This is an optimization exercise on Yosys and OpenROAD, whose aim is small area, not a production implementation.
Where RTL was checked, it was by simulation tests only, not by an equivalence proof against the original.

==> run P: inputs <==
==> flow/design.v (excerpt) <==
module Second_CNN(
clk,
rst_n,
Din_Valid,
Cal_Valid,
Din,
Dout0,
Dout1,
Dout2,
Dout3,
Dout4,
Dout5,
Dout6,
Dout7
);
clock: 8.0 ns
lec_check: 0
cap_margin: 0
core_margin: 2
core_utilization: 55
gpl_timing_driven: 0
slew_margin: 0
run.sh (not shown) runs the stock make flow with config.mk's settings and CLKGATE_MAP_FILE= SYNTH_SCRIPT=/design/flow/synth_recipe.tcl, a recipe that flattens the netlist after the stock synthesis.
==> run X (differences from run P) <==
CAP_MARGIN = 20   (was 0)
CORE_UTILIZATION = 40   (was 55)
GPL_TIMING_DRIVEN = unset   (was 0)
SLEW_MARGIN = 20   (was 0)
==> summary of the runs <==
Area after synthesis is the same in run P and run X. Of run P and run X, run X has the higher hold slack (gap 1.7 ps). Between run X and run P, the lower clock skew is in run P (gap 19 ps). Between run X and run P, the lower worst setup slack is in run P (gap 130 ps).
==> figures <==
Status: run X timing/DRC/antenna clean; run P timing/DRC/antenna clean
Layout fillers: run X 10510; run P 6711
Post-route cell area: run X 58400 um2; run P 56340 um2
Clock period minus worst slack: run X 7701 ps; run P 7832 ps
Final hold slack: run X 318.3 ps; run P 316.7 ps
Pre-CTS WS: run X -821.6 ps; run P -3134 ps
Share of cells above drive strength 1: run X 17.44%; run P 13.68%
Non-clock buffering overhead in the final layout: run X 11.52%; run P 7.428%
Avg Vias per Cell: run X 4.867; run P 5.281
HPWL after detailed placement: run X 146400 um; run P 105500 um
Headroom to the max-slew limit: run X 30.79%; run P 8.581%


==> violet <==
Second_CNN, a different RTL version from the one above (not shown whole).
Settings: LEC_CHECK=0, CAP_MARGIN=20, CORE_MARGIN=2, CORE_UTILIZATION=75, CTS_BUF_LIST=sky130_fd_sc_hd__clkbuf_8, CTS_CLUSTER_DIAMETER=50, CTS_CLUSTER_SIZE=14, GPL_TIMING_DRIVEN=1, SETUP_SLACK_MARGIN=0.2, SLEW_MARGIN=20; clock period 8.0 ns.
standard.sh (not shown) runs the stock make flow with config.mk's settings and CLKGATE_MAP_FILE= SYNTH_SCRIPT=/design/flow/synth_recipe.tcl, a recipe that flattens the netlist after the stock synthesis.
==> flow/flow/run.sh <==
#!/bin/bash
# Standard layout, with one extra netlist step between synthesis and floorplan:
# flow/polarity.py removes the inverters Yosys's full-adder extraction leaves
# around the sky130 fa cells (registers and their names are untouched).
# Port buffers are the small buf_1 instead of the default choice.
set -euo pipefail
R=orfs/results/${FLOW_PLATFORM}/Second_CNN/base
bash standard.sh synth > synth.log 2>&1
cp $R/1_2_yosys.v yosys_netlist_orig.v
python3 flow/polarity.py yosys_netlist_orig.v $R/1_2_yosys.v > polarity.log 2>&1
rm -f $R/1_synth.odb $R/1_synth.sdc
export BUFFER_PORTS_ARGS="-buffer_cell sky130_fd_sc_hd__buf_1"
bash standard.sh > layout.log 2>&1
Other scripts of this flow, unchanged in this note and not shown: flow/flow/polarity.py
==> maple (differences from violet) <==
--- a/flow/design.v
+++ b/flow/design.v
@@ -827,33 +827,13 @@
     wire s159;
     assign s159 = c154 ^ y6[8] ^ c156;
     wire c160;
     assign c160 = (c154 & y6[8]) | (c154 & c156) | (y6[8] & c156);
     wire [15:0] ra = {~y6[9], c158, c152, c142, c130, c116, c100, s97, s81, s61, s43, s27, s17, s9, s3, s1};
     wire [15:0] rb = {c160, s159, s157, s151, s141, s129, s115, s99, 1'b0, 1'b0, 1'b0, s29, s19, s11, s5, 1'b0};
-    wire [9:0] cy;
-    assign cy[0] = 1'b0;
-    assign S[0] = ra[0] ^ rb[0] ^ cy[0];
-    assign cy[1] = (ra[0] & rb[0]) | (ra[0] & cy[0]) | (rb[0] & cy[0]);
-    assign S[1] = ra[1] ^ rb[1] ^ cy[1];
-    assign cy[2] = (ra[1] & rb[1]) | (ra[1] & cy[1]) | (rb[1] & cy[1]);
-    assign S[2] = ra[2] ^ rb[2] ^ cy[2];
-    assign cy[3] = (ra[2] & rb[2]) | (ra[2] & cy[2]) | (rb[2] & cy[2]);
-    assign S[3] = ra[3] ^ rb[3] ^ cy[3];
-    assign cy[4] = (ra[3] & rb[3]) | (ra[3] & cy[3]) | (rb[3] & cy[3]);
-    assign S[4] = ra[4] ^ rb[4] ^ cy[4];
-    assign cy[5] = (ra[4] & rb[4]) | (ra[4] & cy[4]) | (rb[4] & cy[4]);
-    assign S[5] = ra[5] ^ rb[5] ^ cy[5];
-    assign cy[6] = (ra[5] & rb[5]) | (ra[5] & cy[5]) | (rb[5] & cy[5]);
-    assign S[6] = ra[6] ^ rb[6] ^ cy[6];
-    assign cy[7] = (ra[6] & rb[6]) | (ra[6] & cy[6]) | (rb[6] & cy[6]);
-    assign S[7] = ra[7] ^ rb[7] ^ cy[7];
-    assign cy[8] = (ra[7] & rb[7]) | (ra[7] & cy[7]) | (rb[7] & cy[7]);
-    assign S[8] = ra[8] ^ rb[8] ^ cy[8];
-    assign cy[9] = (ra[8] & rb[8]) | (ra[8] & cy[8]) | (rb[8] & cy[8]);
-    assign S[15:9] = ra[15:9] + rb[15:9] + cy[9];
+    assign S = ra + rb;
   assign S0 = S;
   end endgenerate
   generate if (1) begin : k1
   wire [15:0] S;
     wire s1;
     assign s1 = ~y4[0] ^ ~y7[0] ^ y12[0];
@@ -1222,33 +1202,13 @@
     wire s183;
     assign s183 = c178 ^ s181 ^ c180;
     wire c184;
     assign c184 = (c178 & s181) | (c178 & c180) | (s181 & c180);
     wire [15:0] ra = {c182, s183, c174, c164, c150, s149, s131, s109, c72, s71, s51, s35, s19, s9, s3, s1};
     wire [15:0] rb = {c184, 1'b0, s179, s173, s163, 1'b0, 1'b0, s111, s91, 1'b0, 1'b0, 1'b0, s21, s11, s5, 1'b0};
-    wire [9:0] cy;
-    assign cy[0] = 1'b0;
-    assign S[0] = ra[0] ^ rb[0] ^ cy[0];
-    assign cy[1] = (ra[0] & rb[0]) | (ra[0] & cy[0]) | (rb[0] & cy[0]);
-    assign S[1] = ra[1] ^ rb[1] ^ cy[1];
-    assign cy[2] = (ra[1] & rb[1]) | (ra[1] & cy[1]) | (rb[1] & cy[1]);
-    assign S[2] = ra[2] ^ rb[2] ^ cy[2];
-    assign cy[3] = (ra[2] & rb[2]) | (ra[2] & cy[2]) | (rb[2] & cy[2]);
-    assign S[3] = ra[3] ^ rb[3] ^ cy[3];
-    assign cy[4] = (ra[3] & rb[3]) | (ra[3] & cy[3]) | (rb[3] & cy[3]);
-    assign S[4] = ra[4] ^ rb[4] ^ cy[4];
-    assign cy[5] = (ra[4] & rb[4]) | (ra[4] & cy[4]) | (rb[4] & cy[4]);
-    assign S[5] = ra[5] ^ rb[5] ^ cy[5];
-    assign cy[6] = (ra[5] & rb[5]) | (ra[5] & cy[5]) | (rb[5] & cy[5]);
-    assign S[6] = ra[6] ^ rb[6] ^ cy[6];
-    assign cy[7] = (ra[6] & rb[6]) | (ra[6] & cy[6]) | (rb[6] & cy[6]);
-    assign S[7] = ra[7] ^ rb[7] ^ cy[7];
-    assign cy[8] = (ra[7] & rb[7]) | (ra[7] & cy[7]) | (rb[7] & cy[7]);
-    assign S[8] = ra[8] ^ rb[8] ^ cy[8];
-    assign cy[9] = (ra[8] & rb[8]) | (ra[8] & cy[8]) | (rb[8] & cy[8]);
-    assign S[15:9] = ra[15:9] + rb[15:9] + cy[9];
+    assign S = ra + rb;
   assign S1 = S;
   end endgenerate
   generate if (1) begin : k2
   wire [15:0] S;
     wire s1;
     assign s1 = x0[0] ^ ~x8[0] ^ ~y15[0];
@@ -1545,33 +1505,13 @@
     wire s147;
     assign s147 = y20[9] ^ c142 ^ c144;
     wire c148;
     assign c148 = (y20[9] & c142) | (y20[9] & c144) | (c142 & c144);
     wire [15:0] ra = {~y20[10], c146, c140, s139, c122, c110, c96, s95, s77, s63, s45, s33, s19, s11, s7, y19[0]};
     wire [15:0] rb = {c148, s147, s145, 1'b0, s131, s121, s109, 1'b0, s79, 1'b0, s47, 1'b0, s21, s13, 1'b0, s1};
-    wire [9:0] cy;
-    assign cy[0] = 1'b0;
-    assign S[0] = ra[0] ^ rb[0] ^ cy[0];
-    assign cy[1] = (ra[0] & rb[0]) | (ra[0] & cy[0]) | (rb[0] & cy[0]);
-    assign S[1] = ra[1] ^ rb[1] ^ cy[1];
-    assign cy[2] = (ra[1] & rb[1]) | (ra[1] & cy[1]) | (rb[1] & cy[1]);
-    assign S[2] = ra[2] ^ rb[2] ^ cy[2];
-    assign cy[3] = (ra[2] & rb[2]) | (ra[2] & cy[2]) | (rb[2] & cy[2]);
-    assign S[3] = ra[3] ^ rb[3] ^ cy[3];
-    assign cy[4] = (ra[3] & rb[3]) | (ra[3] & cy[3]) | (rb[3] & cy[3]);
-    assign S[4] = ra[4] ^ rb[4] ^ cy[4];
-    assign cy[5] = (ra[4] & rb[4]) | (ra[4] & cy[4]) | (rb[4] & cy[4]);
-    assign S[5] = ra[5] ^ rb[5] ^ cy[5];
-    assign cy[6] = (ra[5] & rb[5]) | (ra[5] & cy[5]) | (rb[5] & cy[5]);
-    assign S[6] = ra[6] ^ rb[6] ^ cy[6];
-    assign cy[7] = (ra[6] & rb[6]) | (ra[6] & cy[6]) | (rb[6] & cy[6]);
-    assign S[7] = ra[7] ^ rb[7] ^ cy[7];
-    assign cy[8] = (ra[7] & rb[7]) | (ra[7] & cy[7]) | (rb[7] & cy[7]);
-    assign S[8] = ra[8] ^ rb[8] ^ cy[8];
-    assign cy[9] = (ra[8] & rb[8]) | (ra[8] & cy[8]) | (rb[8] & cy[8]);
-    assign S[15:9] = ra[15:9] + rb[15:9] + cy[9];
+    assign S = ra + rb;
   assign S2 = S;
   end endgenerate
   generate if (1) begin : k3
   wire [15:0] S;
     wire s1;
     assign s1 = ~x2[0] ^ ~x4[0] ^ y4[0];
@@ -1932,33 +1872,13 @@
     wire s179;
     assign s179 = 1'b1 ^ y1[8] ^ c176;
     wire s180;
     assign s180 = s179 ^ ~y15[11] ^ c178;
     wire [15:0] ra = {s180, c174, c166, c154, s153, s137, s119, c84, s81, s63, s43, s29, s21, s11, s7, s1};
     wire [15:0] rb = {1'b0, s177, s173, s165, 1'b0, 1'b0, 1'b0, s101, s83, 1'b0, s45, s31, 1'b0, s13, 1'b0, 1'b0};
-    wire [9:0] cy;
-    assign cy[0] = 1'b0;
-    assign S[0] = ra[0] ^ rb[0] ^ cy[0];
-    assign cy[1] = (ra[0] & rb[0]) | (ra[0] & cy[0]) | (rb[0] & cy[0]);
-    assign S[1] = ra[1] ^ rb[1] ^ cy[1];
-    assign cy[2] = (ra[1] & rb[1]) | (ra[1] & cy[1]) | (rb[1] & cy[1]);
-    assign S[2] = ra[2] ^ rb[2] ^ cy[2];
-    assign cy[3] = (ra[2] & rb[2]) | (ra[2] & cy[2]) | (rb[2] & cy[2]);
-    assign S[3] = ra[3] ^ rb[3] ^ cy[3];
-    assign cy[4] = (ra[3] & rb[3]) | (ra[3] & cy[3]) | (rb[3] & cy[3]);
-    assign S[4] = ra[4] ^ rb[4] ^ cy[4];
-    assign cy[5] = (ra[4] & rb[4]) | (ra[4] & cy[4]) | (rb[4] & cy[4]);
-    assign S[5] = ra[5] ^ rb[5] ^ cy[5];
-    assign cy[6] = (ra[5] & rb[5]) | (ra[5] & cy[5]) | (rb[5] & cy[5]);
-    assign S[6] = ra[6] ^ rb[6] ^ cy[6];
-    assign cy[7] = (ra[6] & rb[6]) | (ra[6] & cy[6]) | (rb[6] & cy[6]);
-    assign S[7] = ra[7] ^ rb[7] ^ cy[7];
-    assign cy[8] = (ra[7] & rb[7]) | (ra[7] & cy[7]) | (rb[7] & cy[7]);
-    assign S[8] = ra[8] ^ rb[8] ^ cy[8];
-    assign cy[9] = (ra[8] & rb[8]) | (ra[8] & cy[8]) | (rb[8] & cy[8]);
-    assign S[15:9] = ra[15:9] + rb[15:9] + cy[9];
+    assign S = ra + rb;
   assign S3 = S;
   end endgenerate
   generate if (1) begin : k4
   wire [15:0] S;
     wire s1;
     assign s1 = 1'b1 ^ ~x3[0] ^ ~y8[0];
@@ -2427,33 +2347,13 @@
     wire s233;
     assign s233 = 1'b1 ^ ~y14[10] ^ c228;
     wire s234;
     assign s234 = c230 ^ s233 ^ c232;
     wire [15:0] ra = {s234, c226, c216, s215, c186, c166, c142, s141, s115, s89, s63, s43, s29, s15, s9, s3};
     wire [15:0] rb = {1'b0, s231, s225, 1'b0, s201, s185, s165, 1'b0, 1'b0, 1'b0, s65, s45, 1'b0, s17, 1'b0, 1'b0};
-    wire [9:0] cy;
-    assign cy[0] = 1'b0;
-    assign S[0] = ra[0] ^ rb[0] ^ cy[0];
-    assign cy[1] = (ra[0] & rb[0]) | (ra[0] & cy[0]) | (rb[0] & cy[0]);
-    assign S[1] = ra[1] ^ rb[1] ^ cy[1];
-    assign cy[2] = (ra[1] & rb[1]) | (ra[1] & cy[1]) | (rb[1] & cy[1]);
-    assign S[2] = ra[2] ^ rb[2] ^ cy[2];
-    assign cy[3] = (ra[2] & rb[2]) | (ra[2] & cy[2]) | (rb[2] & cy[2]);
-    assign S[3] = ra[3] ^ rb[3] ^ cy[3];
-    assign cy[4] = (ra[3] & rb[3]) | (ra[3] & cy[3]) | (rb[3] & cy[3]);
-    assign S[4] = ra[4] ^ rb[4] ^ cy[4];
-    assign cy[5] = (ra[4] & rb[4]) | (ra[4] & cy[4]) | (rb[4] & cy[4]);
-    assign S[5] = ra[5] ^ rb[5] ^ cy[5];
-    assign cy[6] = (ra[5] & rb[5]) | (ra[5] & cy[5]) | (rb[5] & cy[5]);
-    assign S[6] = ra[6] ^ rb[6] ^ cy[6];
-    assign cy[7] = (ra[6] & rb[6]) | (ra[6] & cy[6]) | (rb[6] & cy[6]);
-    assign S[7] = ra[7] ^ rb[7] ^ cy[7];
-    assign cy[8] = (ra[7] & rb[7]) | (ra[7] & cy[7]) | (rb[7] & cy[7]);
-    assign S[8] = ra[8] ^ rb[8] ^ cy[8];
-    assign cy[9] = (ra[8] & rb[8]) | (ra[8] & cy[8]) | (rb[8] & cy[8]);
-    assign S[15:9] = ra[15:9] + rb[15:9] + cy[9];
+    assign S = ra + rb;
   assign S4 = S;
   end endgenerate
   generate if (1) begin : k5
   wire [15:0] S;
     wire s1;
     assign s1 = 1'b1 ^ ~x1[0] ^ y0[0];
@@ -2730,33 +2630,13 @@
     wire s137;
     assign s137 = 1'b1 ^ ~y17[9] ^ c136;
     wire c138;
     assign c138 = (1'b1 & ~y17[9]) | (1'b1 & c136) | (~y17[9] & c136);
     wire [15:0] ra = {y17[10], s137, c134, s133, c120, s119, s107, c80, s79, s61, s47, s35, s23, s13, s3, y13[0]};
     wire [15:0] rb = {c138, 1'b0, s135, 1'b0, s127, 1'b0, 1'b0, s93, 1'b0, s63, s49, 1'b0, 1'b0, 1'b0, s5, s1};
-    wire [9:0] cy;
-    assign cy[0] = 1'b0;
-    assign S[0] = ra[0] ^ rb[0] ^ cy[0];
-    assign cy[1] = (ra[0] & rb[0]) | (ra[0] & cy[0]) | (rb[0] & cy[0]);
-    assign S[1] = ra[1] ^ rb[1] ^ cy[1];
-    assign cy[2] = (ra[1] & rb[1]) | (ra[1] & cy[1]) | (rb[1] & cy[1]);
-    assign S[2] = ra[2] ^ rb[2] ^ cy[2];
-    assign cy[3] = (ra[2] & rb[2]) | (ra[2] & cy[2]) | (rb[2] & cy[2]);
-    assign S[3] = ra[3] ^ rb[3] ^ cy[3];
-    assign cy[4] = (ra[3] & rb[3]) | (ra[3] & cy[3]) | (rb[3] & cy[3]);
-    assign S[4] = ra[4] ^ rb[4] ^ cy[4];
-    assign cy[5] = (ra[4] & rb[4]) | (ra[4] & cy[4]) | (rb[4] & cy[4]);
-    assign S[5] = ra[5] ^ rb[5] ^ cy[5];
-    assign cy[6] = (ra[5] & rb[5]) | (ra[5] & cy[5]) | (rb[5] & cy[5]);
-    assign S[6] = ra[6] ^ rb[6] ^ cy[6];
-    assign cy[7] = (ra[6] & rb[6]) | (ra[6] & cy[6]) | (rb[6] & cy[6]);
-    assign S[7] = ra[7] ^ rb[7] ^ cy[7];
-    assign cy[8] = (ra[7] & rb[7]) | (ra[7] & cy[7]) | (rb[7] & cy[7]);
-    assign S[8] = ra[8] ^ rb[8] ^ cy[8];
-    assign cy[9] = (ra[8] & rb[8]) | (ra[8] & cy[8]) | (rb[8] & cy[8]);
-    assign S[15:9] = ra[15:9] + rb[15:9] + cy[9];
+    assign S = ra + rb;
   assign S5 = S;
   end endgenerate
   generate if (1) begin : k6
   wire [15:0] S;
     wire s1;
     assign s1 = 1'b1 ^ x0[0] ^ ~x7[0];
@@ -3163,33 +3043,13 @@
     wire c202;
     assign c202 = (s197 & c194) | (s197 & s199) | (c194 & s199);
     wire s203;
     assign s203 = ~y6[8] ^ c198 ^ c200;
     wire [15:0] ra = {c202, c196, c186, c172, s171, s151, s133, s113, c74, s71, s55, s39, s27, s17, s9, s3};
     wire [15:0] rb = {s203, s201, s195, s185, 1'b0, s153, 1'b0, 1'b0, s93, s73, 1'b0, 1'b0, 1'b0, 1'b0, 1'b0, 1'b0};
-    wire [9:0] cy;
-    assign cy[0] = 1'b0;
-    assign S[0] = ra[0] ^ rb[0] ^ cy[0];
-    assign cy[1] = (ra[0] & rb[0]) | (ra[0] & cy[0]) | (rb[0] & cy[0]);
-    assign S[1] = ra[1] ^ rb[1] ^ cy[1];
-    assign cy[2] = (ra[1] & rb[1]) | (ra[1] & cy[1]) | (rb[1] & cy[1]);
-    assign S[2] = ra[2] ^ rb[2] ^ cy[2];
-    assign cy[3] = (ra[2] & rb[2]) | (ra[2] & cy[2]) | (rb[2] & cy[2]);
-    assign S[3] = ra[3] ^ rb[3] ^ cy[3];
-    assign cy[4] = (ra[3] & rb[3]) | (ra[3] & cy[3]) | (rb[3] & cy[3]);
-    assign S[4] = ra[4] ^ rb[4] ^ cy[4];
-    assign cy[5] = (ra[4] & rb[4]) | (ra[4] & cy[4]) | (rb[4] & cy[4]);
-    assign S[5] = ra[5] ^ rb[5] ^ cy[5];
-    assign cy[6] = (ra[5] & rb[5]) | (ra[5] & cy[5]) | (rb[5] & cy[5]);
-    assign S[6] = ra[6] ^ rb[6] ^ cy[6];
-    assign cy[7] = (ra[6] & rb[6]) | (ra[6] & cy[6]) | (rb[6] & cy[6]);
-    assign S[7] = ra[7] ^ rb[7] ^ cy[7];
-    assign cy[8] = (ra[7] & rb[7]) | (ra[7] & cy[7]) | (rb[7] & cy[7]);
-    assign S[8] = ra[8] ^ rb[8] ^ cy[8];
-    assign cy[9] = (ra[8] & rb[8]) | (ra[8] & cy[8]) | (rb[8] & cy[8]);
-    assign S[15:9] = ra[15:9] + rb[15:9] + cy[9];
+    assign S = ra + rb;
   assign S6 = S;
   end endgenerate
   generate if (1) begin : k7
   wire [15:0] S;
     wire s1;
     assign s1 = 1'b1 ^ ~x1[0] ^ x6[0];
@@ -3470,33 +3330,13 @@
     wire s139;
     assign s139 = c134 ^ s137 ^ c136;
     wire c140;
     assign c140 = (c134 & s137) | (c134 & c136) | (s137 & c136);
     wire [15:0] ra = {1'b1, c138, s139, c132, c124, s121, s109, c82, c66, c50, s47, s33, s19, y20[2], s3, y8[0]};
     wire [15:0] rb = {1'b0, c140, 1'b0, s135, s131, s123, s111, s97, s81, s65, s49, 1'b0, 1'b0, s9, 1'b0, y20[0]};
-    wire [9:0] cy;
-    assign cy[0] = 1'b0;
-    assign S[0] = ra[0] ^ rb[0] ^ cy[0];
-    assign cy[1] = (ra[0] & rb[0]) | (ra[0] & cy[0]) | (rb[0] & cy[0]);
-    assign S[1] = ra[1] ^ rb[1] ^ cy[1];
-    assign cy[2] = (ra[1] & rb[1]) | (ra[1] & cy[1]) | (rb[1] & cy[1]);
-    assign S[2] = ra[2] ^ rb[2] ^ cy[2];
-    assign cy[3] = (ra[2] & rb[2]) | (ra[2] & cy[2]) | (rb[2] & cy[2]);
-    assign S[3] = ra[3] ^ rb[3] ^ cy[3];
-    assign cy[4] = (ra[3] & rb[3]) | (ra[3] & cy[3]) | (rb[3] & cy[3]);
-    assign S[4] = ra[4] ^ rb[4] ^ cy[4];
-    assign cy[5] = (ra[4] & rb[4]) | (ra[4] & cy[4]) | (rb[4] & cy[4]);
-    assign S[5] = ra[5] ^ rb[5] ^ cy[5];
-    assign cy[6] = (ra[5] & rb[5]) | (ra[5] & cy[5]) | (rb[5] & cy[5]);
-    assign S[6] = ra[6] ^ rb[6] ^ cy[6];
-    assign cy[7] = (ra[6] & rb[6]) | (ra[6] & cy[6]) | (rb[6] & cy[6]);
-    assign S[7] = ra[7] ^ rb[7] ^ cy[7];
-    assign cy[8] = (ra[7] & rb[7]) | (ra[7] & cy[7]) | (rb[7] & cy[7]);
-    assign S[8] = ra[8] ^ rb[8] ^ cy[8];
-    assign cy[9] = (ra[8] & rb[8]) | (ra[8] & cy[8]) | (rb[8] & cy[8]);
-    assign S[15:9] = ra[15:9] + rb[15:9] + cy[9];
+    assign S = ra + rb;
   assign S7 = S;
   end endgenerate
 endmodule
 module Second_CNN_Sub(
     input clk,
     input rst_n,
CORE_UTILIZATION = 55   (was 75)
CTS_BUF_LIST = sky130_fd_sc_hd__clkbuf_4 sky130_fd_sc_hd__clkbuf_8   (was sky130_fd_sc_hd__clkbuf_8)
CTS_CLUSTER_DIAMETER = not set   (was 50)
CTS_CLUSTER_SIZE = not set   (was 14)
GPL_TIMING_DRIVEN = not set   (was 1)
==> impl_metrics.toml <==
[finish]
layout_common_cells = "704 x fa_1, 379 x buf_4, 325 x inv_1"
seq_share_pct = 32.0
multi_input_gates = 1653
utilization_pct = 65.7

[outcome]
status = "timing/DRC/antenna clean"

[floorplan]
core_um2 = 67500
die_area_um2 = 70600

[sta]
skew_ns = 0.0462
tns_ns = 0

[global_routing]
first_global_vias = 26100
global_route.usage.met3_pct = 9.66

[route]
wl_met2_mm = 63.7

[clock_tree]
clk_pin_slew_ns = 0.07
htreeDepth = 3

[critical_path]
critPathRequiredTime_ns = 8.57

[min_path]
min-delay-start = "Second_CNN_Sub.d3[2]"
The numbers above come from maple.

==> impl_metrics.toml <==
[outcome]
status = "complete, but fails checks"
so_faults = "negative setup slack"

[finish]
layout_common_cells = "743 x fa_1, 366 x inv_1, 320 x edfxtp_1"
multi_input_gates = 1432
utilization_pct = 84.4

[clock_tree]
htreeDepth = 2

[sta]
setup_slack_ns = -0.0248
skew_ns = 0.109
setup_viol = 1

[global_routing]
first_global_vias = 24900

[critical_path]
critPathRequiredTime_ns = 8.63

[min_path]
min-delay-start = "Second_CNN_Sub.d1[3]"
The numbers above come from violet.

For violet, only the layout was checked, not whether the RTL still works.

==> afterwards: timing with drivers on the ports <==
In the flow no input, the clock included, has a driving cell. The finished layouts below were timed again as built, in two steps.
Step 1: set_driving_cell puts a clkbuf_16 on clk and a buf_2 on each other input, an assumption about the parent block.
Step 2 also shifts input and output timing later by t, the mid clock arrival at the registers, as if the neighbouring blocks saw the same clock.
Slacks: ideal ports / drivers / drivers and shift; pairs: ideal ports / drivers.
run | shift t [ns] | setup slack, ns | hold WS [ns] | worst register clock-pin slew, ns
run P | 0.718 | 0.168 / 0.211 / -0.506 | 0.317 / 0.317 / 0.317 | 0.08 / 0.08
run X | 0.731 | 0.299 / 0.319 / -0.412 | 0.318 / 0.318 / 0.318 | 0.07 / 0.07
violet | 0.749 | -0.025 / -0.025 / -0.025 | 0.287 / 0.287 / 0.287 | 0.12 / 0.12
maple | 0.780 | 0.268 / 0.268 / 0.268 | 0.320 / 0.320 / 0.320 | 0.08 / 0.08
With both steps, setup timing fails in run P and run X, where it was met with ideal ports. The setup slack of run X, which loses most, moves by +0.020 ns with the drivers and by -0.711 ns with both steps.
